Background: an optimization exercise with open tools, aiming at small area, a short achievable clock period and few clock cycles. Do not read the settings as production practice.
Function was checked by simulation only, so behaviour that the tests miss may differ from the original.
Power is estimated from default activity; no workload was simulated.

== wip/fjord ==
// cpu
module cpu(
    input  wire        clk, rst,
    output wire [31:0] imem_addr,
    input  wire [31:0] imem_data,
    output wire [31:0] dmem_addr,
    output wire [31:0] dmem_wdata,
    output wire        dmem_we,
    input  wire [31:0] dmem_rdata,
    input  wire [4:0]  led_read,
    output wire [31:0] led_reg_data,
    output reg         halted
    );
    reg  [31:0] a;         
    reg  [31:0] y;         
    reg  [31:0] w;         
    reg  [31:0] pc4;       
    reg  [31:0] tgt;       
    reg  [4:0]  shamt;
    reg  [4:0]  wa;        
    reg         we;        
    reg         sub;       
    reg         s_sum, s_and, s_or, s_xor, s_sll, s_lt, s_lw, s_jal;
    reg         st;        
    reg         b_eq, b_ne, b_nz, jmp, jr;
    wire [31:0] sum = a + y + {31'd0, sub};
    wire        lt  = (a[31] == y[31]) ? a[31] : sum[31];    
    wire [31:0] res = ({32{s_sum}} & sum)
                    | ({32{s_and}} & (a & y))
                    | ({32{s_or }} & (a | y))
                    | ({32{s_xor}} & (a ^ y))
                    | ({32{s_sll}} & (y << shamt))
                    | {31'd0, s_lt & lt}
                    | ({32{s_lw }} & dmem_rdata)
                    | ({32{s_jal}} & pc4);
    assign dmem_addr  = sum;
    assign dmem_wdata = w;
    assign dmem_we    = st;
    wire eq    = a == y;
    wire sum0  = (a ^ y) == {a[30:0] | y[30:0], 1'b0};
    wire taken = (b_eq & eq) | (b_ne & ~eq) | (b_nz & ~sum0);
    wire [31:0] btgt = pc4 + tgt;
    wire [31:0] next = jr ? a : jmp ? tgt : taken ? btgt : pc4;
  ...
clock: 9.0 ns
lec_check: 0
abc_clock_period_in_ps: 5500
cap_margin: 20
cell_pad_in_sites_detail_placement: 1
cell_pad_in_sites_global_placement: 1
core_margin: 2
core_utilization: 40
cts_cluster_diameter: 90
cts_cluster_size: 25
place_density: 0.6
setup_slack_margin: 3.5
slew_margin: 20
tns_end_percent: 10
run.sh (not shown) runs the stock make flow with config.mk's settings and CLKGATE_MAP_FILE= SYNTH_SCRIPT=/design/flow/synth_recipe.tcl, a recipe that flattens the netlist after the stock synthesis.
Testbench counts of wip/fjord, summed over its fixed seeds: cycles 49,200.
## Diff of input files: wip/violet against wip/fjord
- swapping 3.5 for 3 in SETUP_SLACK_MARGIN
- clearing ABC_CLOCK_PERIOD_IN_PS, which used to be 5500
- swapping 25 for 20 in CTS_CLUSTER_SIZE
- swapping 90 for 80 in CTS_CLUSTER_DIAMETER
Findings:
Relative to wip/fjord, post-synthesis to final-layout area growth has gone down in wip/violet. Status: register area parity (wip/fjord, wip/violet). Area after synthesis delta (wip/fjord -> wip/violet): insignificant. wip/fjord → wip/violet: switching power saw little to no change; sequential cell count now sits at about the same level; total power draw +0.92%; cell area fell 2.4%. Relative to wip/fjord, global-route total usage across every layer has decreased by 1.3 points in wip/violet. Between wip/fjord and wip/violet, the difference in total placed cells including tap cells is negligible. Non-clock buffer total of the final layout ended up 133 lower on wip/violet than on wip/fjord. Of wip/fjord and wip/violet, the higher smallest setup slack after layout belongs to wip/fjord.
For wip/harbor, these inputs were changed with respect to wip/violet:
- CORE_UTILIZATION: 40 -> 35
- CTS_CLUSTER_SIZE: 20 -> 24
- CTS_CLUSTER_DIAMETER: 80 -> unset
==> summary.txt <==
- wip/violet went all the way through the flow, and no timing, DRC or antenna check failed.
- wip/harbor was carried through to the last stage, and its layout satisfied the timing, design-rule and antenna checks.
- wip/harbor against wip/violet: worst-case hold slack lower; maximum number of pins on one net before global-route repair moved up.
- The placed wire-length estimate reported for wip/harbor is greater than that of wip/violet by 2.0%.
- Last weighted congestion value of the routability-driven placer ended up 3.0% lower on wip/harbor than on wip/violet.
- [wip/harbor] fraction of layout instances using a drive strength above 1 rose 1.9 points relative to wip/violet
- wip/harbor packs its core looser than wip/violet.
Inputs modified between wip/harbor and wip/yarrow:
- SETUP_SLACK_MARGIN: 3 -> 3.5
- ABC_CLOCK_PERIOD_IN_PS: unset -> 5500
- CTS_CLUSTER_SIZE: 24 -> unset
## What came out
Every stage of the flow completed for wip/yarrow, and the final layout passed the timing, design-rule and antenna checks.
Clock-buffer cell count for wip/yarrow: 4 up relative to wip/harbor
wip/harbor ended up with led_read[4] as its launch point of the critical path; wip/yarrow ended up with led_read[0].
Going from wip/harbor to wip/yarrow, highest clock rate has increased; total wirelength of the detailed-routed design has increased.

[afterwards: timing with drivers on the ports]
No port has a modelled driver above. Below, the same layouts with a new extraction and two added sets of constraints.
Step 1 assumes that a clkbuf_16 drives the clock port and a buf_2 every other input.
Step 2 moves the port delays by t, midway between the first and last clock arrival at a register: inputs arrive t later, outputs are due t later. That takes back most of the time a late clock gives input paths.
Slacks: no drivers / after step 1 / after step 2; pairs: no drivers / after step 1.
| run | t, ns | setup slack, ns | hold slack, ns | worst slew at a driven data input, ns |
|---|---|---|---|---|
| wip/fjord | 0.809 | 2.903 / 2.793 / 2.252 | 0.655 / 0.655 / 0.655 | 0.16 |
| wip/violet | 0.819 | 2.758 / 2.731 / 2.247 | 0.710 / 0.710 / 0.710 | 0.12 |
| wip/harbor | 0.855 | 2.715 / 2.555 / 2.038 | 0.691 / 0.691 / 0.691 | 0.16 |
| wip/yarrow | 0.885 | 2.936 / 2.787 / 2.321 | 0.655 / 0.655 / 0.655 | 0.17 |
After both steps every run listed still meets setup and hold. For wip/harbor, which loses most, drivers alone change the setup slack by -0.160 ns; drivers and shift together by -0.677 ns.
